This is an optimization exercise on Yosys and OpenROAD, whose aim is small area, not a production implementation. Only simulation tests tie the RTL to the original design; equivalence was not proved. The flow treats the clock pin as an ideal source, which a real chip does not have.

== ember ==
Design top_upscaler, start of the top module:
module top_upscaler #(
    parameter IMG_W = 64,
    parameter IMG_H = 216
)(
    input  wire        clk, rst,
    input  wire [23:0] pixel_in,
    input  wire        input_valid,
    output wire [23:0] pixel_out,
    output wire        output_valid
);
    localparam integer DEPTH = 2 * IMG_W;
    reg [1:0] ph;
    reg nph1;
    always @(posedge clk) begin
        if (rst) begin
            ph <= 2'd0; nph1 <= 1'b1;
        end else if (input_valid) begin
            ph <= {ph[0], ~(ph[0] | ph[1])};
            nph1 <= ~ph[0];
        end
    end
    wire se   = input_valid & ph[1];
    wire hold = ~input_valid | nph1;
    reg [1:0] vpipe;
    always @(posedge clk) begin
        if (rst) vpipe <= 2'b00;
        else     vpipe <= {vpipe[0], input_valid};
    end
    assign output_valid = vpipe[1];
    reg pol;
    always @(posedge clk) pol <= ~pol & ~rst;
    wire [23:0] din = pixel_in ^ {24{pol}};
    reg [DEPTH*24-1:0] lb;
    always @(posedge clk)
        lb <= ~(({DEPTH*24{hold}} | {lb[(DEPTH-1)*24-1:0], din}) & ({DEPTH*24{se}} | lb));
    wire [23:0] lb_out = lb[DEPTH*24-1 -: 24] ^ {24{pol}};
    reg [6:0] cnt;   
    reg full;
    always @(posedge clk) begin
        if (rst) begin
            cnt <= 0; full <= 1'b0;
        end else if (se) begin
            cnt <= cnt + 1'b1;
            if (&cnt) full <= 1'b1;
        end
    end
    wire se_w   = se & ~rst;
    wire se_c0  = se & full & ~rst;
    wire hold_w = hold & ~rst;
    reg [23:0] c0, c1, c2, c3;
    always @(posedge clk) begin
        c0 <= ({24{se_c0}} & lb_out) | ({24{hold_w}} & c0);
        c1 <= ({24{se_w}}  & c0)     | ({24{hold_w}} & c1);
        c2 <= ({24{se_w}}  & c1)     | ({24{hold_w}} & c2);
        c3 <= ({24{se_w}}  & c2)     | ({24{hold_w}} & c3);
    end
    wire sel = ph[0];
    wire [23:0] out;
    genvar k;
    generate
        for (k = 0; k < 3; k = k + 1) begin : ch
            wire [7:0] p0 = c3[8*k +: 8];
            wire [7:0] p1 = c2[8*k +: 8];
            wire [7:0] p2 = c1[8*k +: 8];
            wire [7:0] p3 = c0[8*k +: 8];
            wire [7:0] f;
            filter_tap ft (.p0(p0), .p1(p1), .p2(p2), .p3(p3), .sel(sel), .f(f));
            assign out[8*k +: 8] = (ph == 2'd0) ? p1 : f;
        end
    endgenerate
    reg [23:0] v;
    always @(posedge clk) v <= out;
  ...
For scale: ~7800 cells after synthesis, roughly 3200 flip-flops, ~52 I/O pins, roughly 0.094 sq mm of cells after synthesis.
==> flow/config.mk <==
export PLATFORM = sky130hd
export DESIGN_NAME = top_upscaler
export DESIGN_NICKNAME = top_upscaler
export VERILOG_FILES = /design/flow/design.v
export SDC_FILE = /design/flow/constraint.sdc
export NUM_CORES = 4
export LEC_CHECK = 0
export CAP_MARGIN = 20
export CORE_MARGIN = 2
export CORE_UTILIZATION = 70
export CTS_BUF_LIST = sky130_fd_sc_hd__clkbuf_16
export CTS_CLUSTER_DIAMETER = 100
export CTS_CLUSTER_SIZE = 30
export PLACE_DENSITY = 0.78
export SLEW_MARGIN = 20
==> flow/constraint.sdc <==
create_clock -name core_clock -period 13.0 [get_ports {clk}]
set_input_delay 2.6000 -clock core_clock [delete_from_list [all_inputs] [get_ports {clk}]]
set_output_delay 2.6000 -clock core_clock [all_outputs]
set_load 0.01 [all_outputs]
standard.sh (not shown) runs the stock make flow with config.mk's settings and CLKGATE_MAP_FILE= SYNTH_SCRIPT=/design/flow/synth_recipe.tcl, a recipe that flattens the netlist after the stock synthesis.
==> flow/flow/run.sh <==
#!/bin/bash
# The standard layout (standard.sh) with two changes, both through ORFS's own
# variables:
#  - port buffers are buf_1 (the standard flow's pick is clkdlybuf4s50_1);
#  - CTS puts clkbuf_8 at the leaves (clusters of up to 19 sinks within
#    70 um) under a clkbuf_16 root, with no dummy loads.
set -euo pipefail
export BUFFER_PORTS_ARGS="-buffer_cell sky130_fd_sc_hd__buf_1"
export CTS_ARGS="-sink_clustering_enable -repair_clock_nets -dont_use_dummy_load -sink_clustering_size 19 -sink_clustering_max_diameter 70 -buf_list sky130_fd_sc_hd__clkbuf_8 -root_buf sky130_fd_sc_hd__clkbuf_16"
bash standard.sh > standard.log 2>&1
Looking at the reports, ember completed the entire flow and the layout it produced met the timing, DRC and antenna checks.
#### Input delta (harbor over ember)
==> flow/flow/run.sh <==
#!/bin/bash
# The standard layout (standard.sh) with two changes, both through ORFS's own
# variables:
#  - port buffers are buf_1 (the standard flow's pick is clkdlybuf4s50_1);
#  - CTS uses clkbuf_16 only, clusters of up to 30 sinks within 100 um, and
#    no dummy loads.
set -euo pipefail
export BUFFER_PORTS_ARGS="-buffer_cell sky130_fd_sc_hd__buf_1"
export CTS_ARGS="-sink_clustering_enable -repair_clock_nets -dont_use_dummy_load -sink_clustering_size 30 -sink_clustering_max_diameter 100 -buf_list sky130_fd_sc_hd__clkbuf_16"
bash standard.sh > standard.log 2>&1
Notes after the runs:
From ember to harbor the numbers moved as follows: sequential share of layout area saw a decrease, routed wire length held steady, insertion delay of the later-clocked pin in the worst-skew pair now sits lower. The reg-to-reg setup timing slack in harbor sits 60 ps below the value recorded for ember. harbor vs ember: met1 track demand over resource up in harbor. Clock skew in harbor is 28 ps lower than in ember. Diff ember -> harbor: synthesis-to-finish area growth has increased, routed via count now smaller.
Changes in lagoon relative to harbor:
==> flow/run.sh (new file) <==
#!/bin/bash
# synth_recipe.tcl (not shown) runs the flow's synth.tcl, then flattens the netlist and writes it again
# the make line also repeats each setting of config.mk as NAME=value (left out here)
make -C /OpenROAD-flow-scripts/flow DESIGN_CONFIG=/design/flow/config.mk WORK_HOME=/design/flow/orfs CLKGATE_MAP_FILE= SYNTH_SCRIPT=/design/flow/synth_recipe.tcl finish
removed: flow/flow/run.sh
removed: flow/standard.sh
Results
Summary of lagoon over harbor: routed length per placed instance lower, count of clock-buffer cells in the layout higher.
Of the two candidates, harbor has the worse post-detailed-routing wire length and lagoon the better one.
Wire length of the first global-routing pass (lagoon vs. harbor) decreases slightly
Final period utilization: lower on harbor
Global-route usage ends up lower on lagoon.

-- port drivers added, routing unchanged --
The flow's constraints put no driver on any port. The routed layouts listed below were extracted and timed again, unchanged, in two steps.
Step 1 (the two cells are an assumption about what drives the block):
set clk [get_ports {clk}]
set_driving_cell -lib_cell sky130_fd_sc_hd__clkbuf_16 $clk
set_driving_cell -lib_cell sky130_fd_sc_hd__buf_2 [delete_from_list [all_inputs] $clk]
Step 2, shift: input delay + t, output delay - t, t = (earliest + latest rising clock arrival at the registers) / 2. This alone moves slack from input paths to output paths.
Slacks: ideal ports / drivers / drivers and shift; pairs: ideal ports / drivers.
run | t, ns | setup slack, ns | worst hold slack (ns)
ember | 0.827 | 4.269 / 4.269 / 4.269 | 0.385 / 0.385 / 0.385
harbor | 0.814 | 4.210 / 4.210 / 4.210 | 0.414 / 0.414 / 0.414
lagoon | 0.826 | 4.165 / 4.165 / 4.165 | 0.436 / 0.436 / 0.436
After both steps setup and hold are still met in every run listed.
